Context: an optimization exercise on an open-source flow, tuned for small area. The choices shown serve that exercise and are no tape-out recipe.
Only simulation tests tie the RTL to the original design; equivalence was not proved.
No activity file was given, so power comes from the tool's default toggle rates.

job 101:
==> flow/design.v <==
module fifo#(parameter DEPTH = 16,
             parameter WIDTH = 16)(
    input logic clk,
    input logic rst,
    input logic push_i,
    input logic [WIDTH-1:0] push_data_i,
    input logic pop_i,
    output logic [WIDTH-1:0] pop_data_i,
    output logic fifo_full,
    output logic fifo_empty);
  logic [15:0][WIDTH-1:0] mem_queue, mem_next;
  logic [4:0] rd_ptr, wr_ptr, rd_next, wr_next;
  logic [15:0] we, keep, rsel;
  logic hold_out;
  logic [WIDTH-1:0] rdata;
  fifo_ctrl u_ctrl (
    .rst(rst), .push_i(push_i), .pop_i(pop_i),
    .rd_ptr(rd_ptr), .wr_ptr(wr_ptr),
    .rd_next(rd_next), .wr_next(wr_next),
    .we(we), .keep(keep), .rsel(rsel), .hold_out(hold_out),
    .fifo_full(fifo_full), .fifo_empty(fifo_empty));
  for (genvar w = 0; w < 16; w++) begin : g_word
    for (genvar b = 0; b < WIDTH; b++) begin : g_bit
      fifo_store_bit u_bit (
        .q(mem_queue[w][b]), .keep(keep[w]), .d(push_data_i[b]), .we(we[w]),
        .n(mem_next[w][b]));
    end
  end
  for (genvar b = 0; b < WIDTH; b++) begin : g_rd
    logic [15:0] col;
    for (genvar w = 0; w < 16; w++) begin : g_col
      assign col[w] = mem_queue[w][b];
    end
    fifo_read_bit u_rd (
      .m(col), .sel(rsel), .q(pop_data_i[b]), .hold(hold_out), .n(rdata[b]));
  end
  always_ff @(posedge clk) begin
    rd_ptr <= rd_next;
    wr_ptr <= wr_next;
    mem_queue <= mem_next;
    pop_data_i <= rdata;
  end
endmodule
module fifo_store_bit (
    input logic q, keep, d, we,
    output logic n);
  assign n = (q & keep) | (d & we);
endmodule
module fifo_read_bit (
    input logic [15:0] m,
    input logic [15:0] sel,
    input logic q, hold,
    output logic n);
  logic [5:0] t;
  for (genvar k = 0; k < 5; k++) begin : g_aoi
    fifo_aoi222 u_aoi (
      .a1(m[3*k]), .a2(sel[3*k]), .b1(m[3*k+1]), .b2(sel[3*k+1]),
      .c1(m[3*k+2]), .c2(sel[3*k+2]), .y(t[k]));
  end
  fifo_aoi22 u_aoi5 (.a1(m[15]), .a2(sel[15]), .b1(q), .b2(hold), .y(t[5]));
  assign n = ~(t[0] & t[1] & t[2]) | ~(t[3] & t[4] & t[5]);
endmodule
module fifo_aoi222 (
    input logic a1, a2, b1, b2, c1, c2,
    output logic y);
  assign y = ~((a1 & a2) | (b1 & b2) | (c1 & c2));
endmodule
module fifo_aoi22 (
    input logic a1, a2, b1, b2,
    output logic y);
  assign y = ~((a1 & a2) | (b1 & b2));
endmodule
module fifo_ctrl (
    input logic rst, push_i, pop_i,
    input logic [4:0] rd_ptr, wr_ptr,
    output logic [4:0] rd_next, wr_next,
    output logic [15:0] we, keep, rsel,
    output logic hold_out,
    output logic fifo_full, fifo_empty);
  logic low_eq, push, pop, hold_full;
  assign low_eq     = (rd_ptr[3:0] == wr_ptr[3:0]);
  assign fifo_full  = low_eq & (rd_ptr[4] ^ wr_ptr[4]);
  assign fifo_empty = low_eq & ~(rd_ptr[4] ^ wr_ptr[4]);
  assign push = push_i & ~rst;
  assign pop  = pop_i & ~rst;
  assign hold_full = fifo_full & ~push;
  assign hold_out = ~pop;
  fifo_count u_wr (.rst(rst), .inc(push_i), .p(wr_ptr), .n(wr_next));
  fifo_count u_rd (.rst(rst), .inc(pop_i), .p(rd_ptr), .n(rd_next));
  logic [3:0] w_lo_we_n, w_hi_n, w_lo_clr, w_hi, r_lo_n, r_hi_n;
  always_comb begin
    for (int j = 0; j < 4; j++) begin
      w_lo_we_n[j] = ~((wr_ptr[1:0] == j[1:0]) & push);
      w_hi_n[j]    = ~(wr_ptr[3:2] == j[1:0]);
      w_lo_clr[j]  = (wr_ptr[1:0] == j[1:0]) & ~hold_full;
      w_hi[j]      = (wr_ptr[3:2] == j[1:0]);
      r_lo_n[j]    = ~((rd_ptr[1:0] == j[1:0]) & pop);
      r_hi_n[j]    = ~(rd_ptr[3:2] == j[1:0]);
    end
  end
  for (genvar w = 0; w < 16; w++) begin : g_sel
    fifo_nor2 u_we (.a(w_lo_we_n[w % 4]), .b(w_hi_n[w / 4]), .y(we[w]));
    fifo_nand2 u_keep (.a(w_lo_clr[w % 4]), .b(w_hi[w / 4]), .y(keep[w]));
    fifo_nor2 u_rs (.a(r_lo_n[w % 4]), .b(r_hi_n[w / 4]), .y(rsel[w]));
  end
endmodule
module fifo_count (
    input logic rst, inc,
    input logic [4:0] p,
    output logic [4:0] n);
  assign n = rst ? 5'd0 : p + {4'd0, inc};
endmodule
module fifo_nor2 (
    input logic a, b,
    output logic y);
  assign y = ~(a | b);
endmodule
module fifo_nand2 (
    input logic a, b,
    output logic y);
  assign y = ~(a & b);
endmodule
clock: 5.0 ns
lec_check: 0
cap_margin: 20
core_margin: 2
core_utilization: 65
slew_margin: 20
synth_hierarchical: 1
standard.sh (not shown) runs the stock make flow with config.mk's settings and CLKGATE_MAP_FILE= SYNTH_SCRIPT=/design/flow/synth_recipe.tcl, a recipe that flattens the netlist after the stock synthesis.
==> flow/flow/run.sh <==
#!/bin/bash
set -e
here=$(pwd)
export BUFFER_PORTS_ARGS="-buffer_cell sky130_fd_sc_hd__buf_1"
export PRE_RESIZE_TCL="$here/flow/downsize.tcl"
export CTS_ARGS="-sink_clustering_enable -repair_clock_nets -dont_use_dummy_load -buf_list sky130_fd_sc_hd__clkbuf_16 -sink_clustering_size 30 -sink_clustering_max_diameter 60"
bash standard.sh > standard.log 2>&1
==> flow/flow/downsize.tcl <==
# Before placement repair: set every combinational cell to its smallest
# drive strength. repair_design (run right after this by ORFS) and the
# later timing repair size up only what slew, capacitance or timing need.
set db [ord::get_db]
set n 0
foreach inst [[ord::get_db_block] getInsts] {
  set m [$inst getMaster]
  set name [$m getName]
  if {[$m getType] ne "CORE"} { continue }
  if {![regexp {^(sky130_fd_sc_hd__[a-z0-9]+)_([0-9]+)$} $name -> base size]} { continue }
  if {$size <= 1} { continue }
  if {[regexp {^sky130_fd_sc_hd__(df|edf|sdf|dl|clk)} $name]} { continue }
  set small [$db findMaster ${base}_1]
  if {$small eq "NULL" || $small eq ""} { continue }
  if {[$small getWidth] >= [$m getWidth]} { continue }
  $inst swapMaster $small
  incr n
}
puts "downsize.tcl: $n cells set to drive strength 1"
> inputs changed (job 101 -> job 102)
==> flow/flow/run.sh <==
#!/bin/bash
set -e
here=$(pwd)
export BUFFER_PORTS_ARGS="-buffer_cell sky130_fd_sc_hd__buf_1"
export PRE_RESIZE_TCL="$here/flow/downsize.tcl"
export CTS_ARGS="-sink_clustering_enable -repair_clock_nets -dont_use_dummy_load -buf_list sky130_fd_sc_hd__clkbuf_8 -sink_clustering_size 16 -sink_clustering_max_diameter 50"
bash standard.sh > standard.log 2>&1
==> run summary <==
Job 102: detailed-router iteration count before antenna repair 1 below job 101
Combinational share of power on job 102 is up relative to job 101.
Count of cell instances traversed by the critical path: job 102 vs job 101 identical
Diff job 101 -> job 102 | relative slew slack | increase of 4.2 points
Comparing job 102 with job 101, the hold slack came out essentially unchanged.

* * *

## red
Another version of the RTL of fifo (not shown whole).
Size in the first run: ~820 cells after synthesis, roughly 280 flip-flops, about 38 I/O pins.
Settings: LEC_CHECK=0, CAP_MARGIN=20, CORE_MARGIN=2, CORE_UTILIZATION=75, SLEW_MARGIN=20, SYNTH_HIERARCHICAL=1; clock period 5.0 ns.
==> flow/flow/run.sh <==
#!/bin/bash
set -e
here=$(pwd)
export BUFFER_PORTS_ARGS="-buffer_cell sky130_fd_sc_hd__buf_1"
export PRE_RESIZE_TCL="$here/flow/downsize.tcl"
export CTS_ARGS="-sink_clustering_enable -repair_clock_nets -dont_use_dummy_load -buf_list sky130_fd_sc_hd__clkbuf_8 -sink_clustering_size 18 -sink_clustering_max_diameter 45"
bash standard.sh > standard.log 2>&1
Scripts as last shown in full above: flow/flow/downsize.tcl
red reached the final stage; the timing, design-rule and antenna checks on its layout passed.
The following lists how blue was set up differently from red:
# red
export LEC_CHECK = 0
export CAP_MARGIN = 20
export CORE_MARGIN = 2
export CORE_UTILIZATION = 75
export SLEW_MARGIN = 20
export SYNTH_HIERARCHICAL = 1
create_clock -name core_clock -period 5.0 [get_ports {clk}]
# blue
export LEC_CHECK = 0
export CAP_MARGIN = 20
export CORE_MARGIN = 2
export CORE_UTILIZATION = 65
export SLEW_MARGIN = 20
export SYNTH_HIERARCHICAL = 1
create_clock -name core_clock -period 5.0 [get_ports {clk}]
==> flow/flow/run.sh <==
#!/bin/bash
set -e
here=$(pwd)
export BUFFER_PORTS_ARGS="-buffer_cell sky130_fd_sc_hd__buf_1"
export PRE_RESIZE_TCL="$here/flow/downsize.tcl"
export CTS_ARGS="-sink_clustering_enable -repair_clock_nets -dont_use_dummy_load -buf_list sky130_fd_sc_hd__clkbuf_8 -sink_clustering_size 16 -sink_clustering_max_diameter 50"
bash standard.sh > standard.log 2>&1
Notes after the runs:
- Compared with red, in blue wire length reported by the detailed router increased by about 2% relative to the old numbers; setup skew after layout decreased by 0.0036 ns relative to the old numbers; cell-internal power increased by about 0.5% relative to the old numbers.

* * *

## lane 1
fifo, a different RTL version from the one above (not shown whole).
For scale: roughly 930 cells after synthesis, roughly 280 flip-flops, ~38 I/O pins, roughly 0.011 mm2 of cells after synthesis.
export LEC_CHECK = 0
export CAP_MARGIN = 20
export CORE_MARGIN = 2
export CORE_UTILIZATION = 65
export SLEW_MARGIN = 20
create_clock -name core_clock -period 5.0 [get_ports {clk}]
==> flow/flow/run.sh <==
#!/bin/bash
set -e
export BUFFER_PORTS_ARGS="-buffer_cell sky130_fd_sc_hd__buf_1"
export CTS_ARGS="-sink_clustering_enable -repair_clock_nets -dont_use_dummy_load -buf_list sky130_fd_sc_hd__clkbuf_8 -sink_clustering_size 16 -sink_clustering_max_diameter 50"
bash standard.sh > standard.log 2>&1
Lane 1 closes out successfully: all stages finished, all timing, DRC and antenna checks passed.
Setup changes, lane 1 to lane 2
Settings: setting CTS_CLUSTER_SIZE to 16 for the first time; setting CTS_CLUSTER_DIAMETER to 50 for the first time; setting CTS_BUF_LIST to sky130_fd_sc_hd__clkbuf_8 for the first time.
==> flow/run.sh (new file) <==
#!/bin/bash
# synth_recipe.tcl (not shown) runs the flow's synth.tcl, then flattens the netlist and writes it again
# the make line also repeats each setting of config.mk as NAME=value (left out here)
make -C /OpenROAD-flow-scripts/flow DESIGN_CONFIG=/design/flow/config.mk WORK_HOME=/design/flow/orfs CLKGATE_MAP_FILE= SYNTH_SCRIPT=/design/flow/synth_recipe.tcl finish
removed: flow/flow/run.sh
removed: flow/standard.sh
--- outcome ---
Total wire length: higher on lane 2. For lane 2, the critical path launch point was rd_ptr[2], unlike lane 1, where it was rd_ptr[3]. From lane 1 to lane 2 the numbers moved as follows: delay contributed by the slowest stage of the critical path went down by 0.12 ns; final cell utilization of the core went up by 4.0 points; sequential power share -8.9 points. Measured against each other, lane 2 and lane 1 differ in slew at the pin closest to its max-slew limit, the lower figure coming from lane 2. In lane 2, the final instance area came out 660 um2 above the value in lane 1.
Input changes introduced in lane 3 (baseline for comparison: lane 2):
Settings: CTS_CLUSTER_SIZE: 16 -> unset; CTS_CLUSTER_DIAMETER: 50 -> unset; CTS_BUF_LIST: sky130_fd_sc_hd__clkbuf_8 -> unset.
==> flow/flow/run.sh (new file) <==
#!/bin/bash
set -e
export BUFFER_PORTS_ARGS="-buffer_cell sky130_fd_sc_hd__buf_1"
export RECOVER_POWER=100
export CTS_ARGS="-sink_clustering_enable -repair_clock_nets -dont_use_dummy_load -buf_list sky130_fd_sc_hd__clkbuf_8 -sink_clustering_size 16 -sink_clustering_max_diameter 50"
bash standard.sh > standard.log 2>&1
==> flow/standard.sh (new file) <==
#!/bin/bash
# synth_recipe.tcl (not shown) runs the flow's synth.tcl, then flattens the netlist and writes it again
# the make line also repeats each setting of config.mk as NAME=value (left out here)
make -C /OpenROAD-flow-scripts/flow DESIGN_CONFIG=/design/flow/config.mk WORK_HOME=/design/flow/orfs CLKGATE_MAP_FILE= SYNTH_SCRIPT=/design/flow/synth_recipe.tcl "${@:-finish}"
removed: flow/run.sh
Findings:
Cmp lane 2 and lane 3 / final period demand of the worst path / lower: lane 2
Count of cells along the worst register-to-register path down 1 in lane 3 wrt lane 2
| non-clock buffer count | lower: lane 3 |
No crash in lane 3: every stage finished, but the layout fails its final checks due to capacitance limit, slew limit.
[compare] base=lane 2 new=lane 3: total vias in the final route went down by 3.1%, first-pass iteration count of the detailed router went down by 3, clock skew went up by 0.021 ns, power consumption went down by about 14%.
Against lane 2, lane 3 reports a upper clock frequency limit that is lower.
Looking at register-to-register slack, lane 3 sits 1.31 ns below lane 2.
The run showing the greater number of clock buffers in the layout is lane 2.
Changes in lane 4 relative to lane 3:
Settings: setting CTS_CLUSTER_DIAMETER to 60 for the first time; setting CTS_CLUSTER_SIZE to 30 for the first time; setting CTS_BUF_LIST to sky130_fd_sc_hd__clkbuf_16 for the first time.
==> flow/run.sh (new file) <==
#!/bin/bash
# synth_recipe.tcl (not shown) runs the flow's synth.tcl, then flattens the netlist and writes it again
# the make line also repeats each setting of config.mk as NAME=value (left out here)
make -C /OpenROAD-flow-scripts/flow DESIGN_CONFIG=/design/flow/config.mk WORK_HOME=/design/flow/orfs CLKGATE_MAP_FILE= SYNTH_SCRIPT=/design/flow/synth_recipe.tcl finish
removed: flow/flow/run.sh
removed: flow/standard.sh
--- outcome ---
- Lane 4 finished every step from synthesis to the final layout, and the layout passed the timing, design-rule and antenna checks.
- Comparing lane 4 with lane 3, the cell area after synthesis came out essentially unchanged.
- Re clock network area share: lane 3 was lower than lane 4.
- Lane 4 against lane 3: final critical-path required period -0.54 ns, final period utilization went down, cell count has increased.
- Compared with lane 3, lane 4 shows fraction of area in registers lower by 2.7 points.

* * *

Setup of job 9278:
Starting RTL as in the previous note.
// fifo
module fifo#(parameter DEPTH = 16,
             parameter WIDTH = 16)(
    input logic clk,
    input logic rst,
    input logic push_i,
    input logic [WIDTH-1:0] push_data_i,
    input logic pop_i,
    output logic [WIDTH-1:0] pop_data_i,
    output logic fifo_full,
    output logic fifo_empty);
make LEC_CHECK=0 ABC_AREA=1 CAP_MARGIN=20 CORE_MARGIN=2 CORE_UTILIZATION=40 SLEW_MARGIN=20 finish   # period 5.0 ns
run.sh (not shown) runs the stock make flow with config.mk's settings and CLKGATE_MAP_FILE= SYNTH_SCRIPT=/design/flow/synth_recipe.tcl, a recipe that flattens the netlist after the stock synthesis.
Stock flow here: none of the scripts above is used.
Job 9278 finished every step from synthesis to the final layout, and the layout passed the timing, design-rule and antenna checks.
Input-level comparison between job 2147 and job 9278:
# job 9278
export LEC_CHECK = 0
export ABC_AREA = 1
export CAP_MARGIN = 20
export CORE_MARGIN = 2
export CORE_UTILIZATION = 40
export SLEW_MARGIN = 20
create_clock -name core_clock -period 5.0 [get_ports {clk}]
# job 2147
export LEC_CHECK = 0
export CAP_MARGIN = 20
export CORE_MARGIN = 2
export CORE_UTILIZATION = 65
export SLEW_MARGIN = 20
create_clock -name core_clock -period 5.0 [get_ports {clk}]
==> flow/flow/run.sh (new file) <==
#!/bin/bash
set -e
here=$(pwd)
export BUFFER_PORTS_ARGS="-buffer_cell sky130_fd_sc_hd__buf_1"
export PRE_RESIZE_TCL="$here/flow/downsize.tcl"
export CTS_ARGS="-sink_clustering_enable -repair_clock_nets -dont_use_dummy_load -buf_list sky130_fd_sc_hd__clkbuf_8 -sink_clustering_size 16 -sink_clustering_max_diameter 50"
bash standard.sh > standard.log 2>&1
==> flow/flow/downsize.tcl (new file) <==
# Before placement repair: set every combinational cell to its smallest
# drive strength. repair_design (run right after this by ORFS) and the
# later timing repair size up only what slew, capacitance or timing need.
set db [ord::get_db]
set n 0
foreach inst [[ord::get_db_block] getInsts] {
  set m [$inst getMaster]
  set name [$m getName]
  if {[$m getType] ne "CORE"} { continue }
  if {![regexp {^(sky130_fd_sc_hd__[a-z0-9]+)_([0-9]+)$} $name -> base size]} { continue }
  if {$size <= 1} { continue }
  if {[regexp {^sky130_fd_sc_hd__(df|edf|sdf|dl|clk)} $name]} { continue }
  set small [$db findMaster ${base}_1]
  if {$small eq "NULL" || $small eq ""} { continue }
  if {[$small getWidth] >= [$m getWidth]} { continue }
  $inst swapMaster $small
  incr n
}
puts "downsize.tcl: $n cells set to drive strength 1"
==> flow/standard.sh (new file) <==
#!/bin/bash
# synth_recipe.tcl (not shown) runs the flow's synth.tcl, then flattens the netlist and writes it again
# the make line also repeats each setting of config.mk as NAME=value (left out here)
make -C /OpenROAD-flow-scripts/flow DESIGN_CONFIG=/design/flow/config.mk WORK_HOME=/design/flow/orfs CLKGATE_MAP_FILE= SYNTH_SCRIPT=/design/flow/synth_recipe.tcl "${@:-finish}"
removed: flow/run.sh
--- outcome ---
Job 2147 vs job 9278 on non-clock buffer count: job 2147 is the higher one.
When job 2147 is measured against job 9278, its sequential share of layout area turns out 8.8 points higher.
Looking at data arrival time of the worst path, job 2147 sits 430 ps higher than job 9278 does.
Relative to job 2147, the following input files were edited for job 6095:
# job 2147
export LEC_CHECK = 0
export CAP_MARGIN = 20
export CORE_MARGIN = 2
export CORE_UTILIZATION = 65
export SLEW_MARGIN = 20
create_clock -name core_clock -period 5.0 [get_ports {clk}]
# job 6095
export LEC_CHECK = 0
export CAP_MARGIN = 20
export CORE_MARGIN = 2
export CORE_UTILIZATION = 40
export CTS_BUF_LIST = sky130_fd_sc_hd__clkbuf_4
export SLEW_MARGIN = 20
create_clock -name core_clock -period 5.0 [get_ports {clk}]
==> flow/run.sh (new file) <==
#!/bin/bash
# synth_recipe.tcl (not shown) runs the flow's synth.tcl, then flattens the netlist and writes it again
# the make line also repeats each setting of config.mk as NAME=value (left out here)
make -C /OpenROAD-flow-scripts/flow DESIGN_CONFIG=/design/flow/config.mk WORK_HOME=/design/flow/orfs CLKGATE_MAP_FILE= SYNTH_SCRIPT=/design/flow/synth_recipe.tcl finish
removed: flow/flow/run.sh
removed: flow/flow/downsize.tcl
removed: flow/standard.sh
Findings:
met3 track demand over resource in global routing down 4.3 points in job 6095 wrt job 2147
In terms of total number of vias, job 6095 and job 2147 differ only marginally.
Setup slack in job 6095 is larger than in job 2147.
A last element of the critical path of fifo_full is what job 6095 shows, while pop_data_i[7]$_DFF_P_ belongs to job 2147.
CTS H-tree depth on job 6095 is up relative to job 2147.

afterwards: timing with drivers on the ports:
The flow's constraints put no driver on any port. The routed layouts listed below were extracted and timed again, unchanged, in two steps.
Step 1 sets driving cells, clkbuf_16 on the clock port and buf_2 on the other inputs (assumed; they add their load-dependent delay and slew).
Step 2 times the ports against the registers' clock, not the clock port: input delays grow and output delays shrink by t, the midpoint of the rising clock arrivals with the driver on.
a / b / c = no drivers / after step 1 / after step 2; a / b = the first two.
| run | shift t [ns] | setup slack, ns | worst hold slack (ns) |
|---|---|---|---|
| job 101 | 0.523 | 1.565 / 1.586 / 1.063 | 0.493 / 0.493 / 0.493 |
| job 102 | 0.564 | 1.599 / 1.614 / 1.050 | 0.492 / 0.492 / 0.492 |
| red | 0.565 | 2.156 / 2.168 / 1.604 | 0.484 / 0.484 / 0.484 |
| blue | 0.592 | 2.110 / 2.125 / 1.533 | 0.484 / 0.484 / 0.484 |
| lane 1 | 0.587 | 1.610 / 1.568 / 1.401 | 0.468 / 0.468 / 0.468 |
| lane 2 | 0.634 | 1.253 / 1.211 / 0.917 | 0.467 / 0.467 / 0.467 |
| lane 3 | 0.588 | 0.800 / 0.812 / 0.224 | 0.466 / 0.466 / 0.466 |
| lane 4 | 0.552 | 1.336 / 1.288 / 0.883 | 0.468 / 0.468 / 0.468 |
| job 9278 | 0.595 | 1.720 / 1.695 / 1.149 | 0.443 / 0.443 / 0.443 |
| job 2147 | 0.603 | 1.225 / 1.225 / 1.158 | 0.460 / 0.460 / 0.460 |
| job 6095 | 0.734 | 1.300 / 1.258 / 1.091 | 0.464 / 0.464 / 0.464 |
For blue, which loses most, drivers alone change the setup slack by +0.015 ns; drivers and shift together by -0.577 ns.
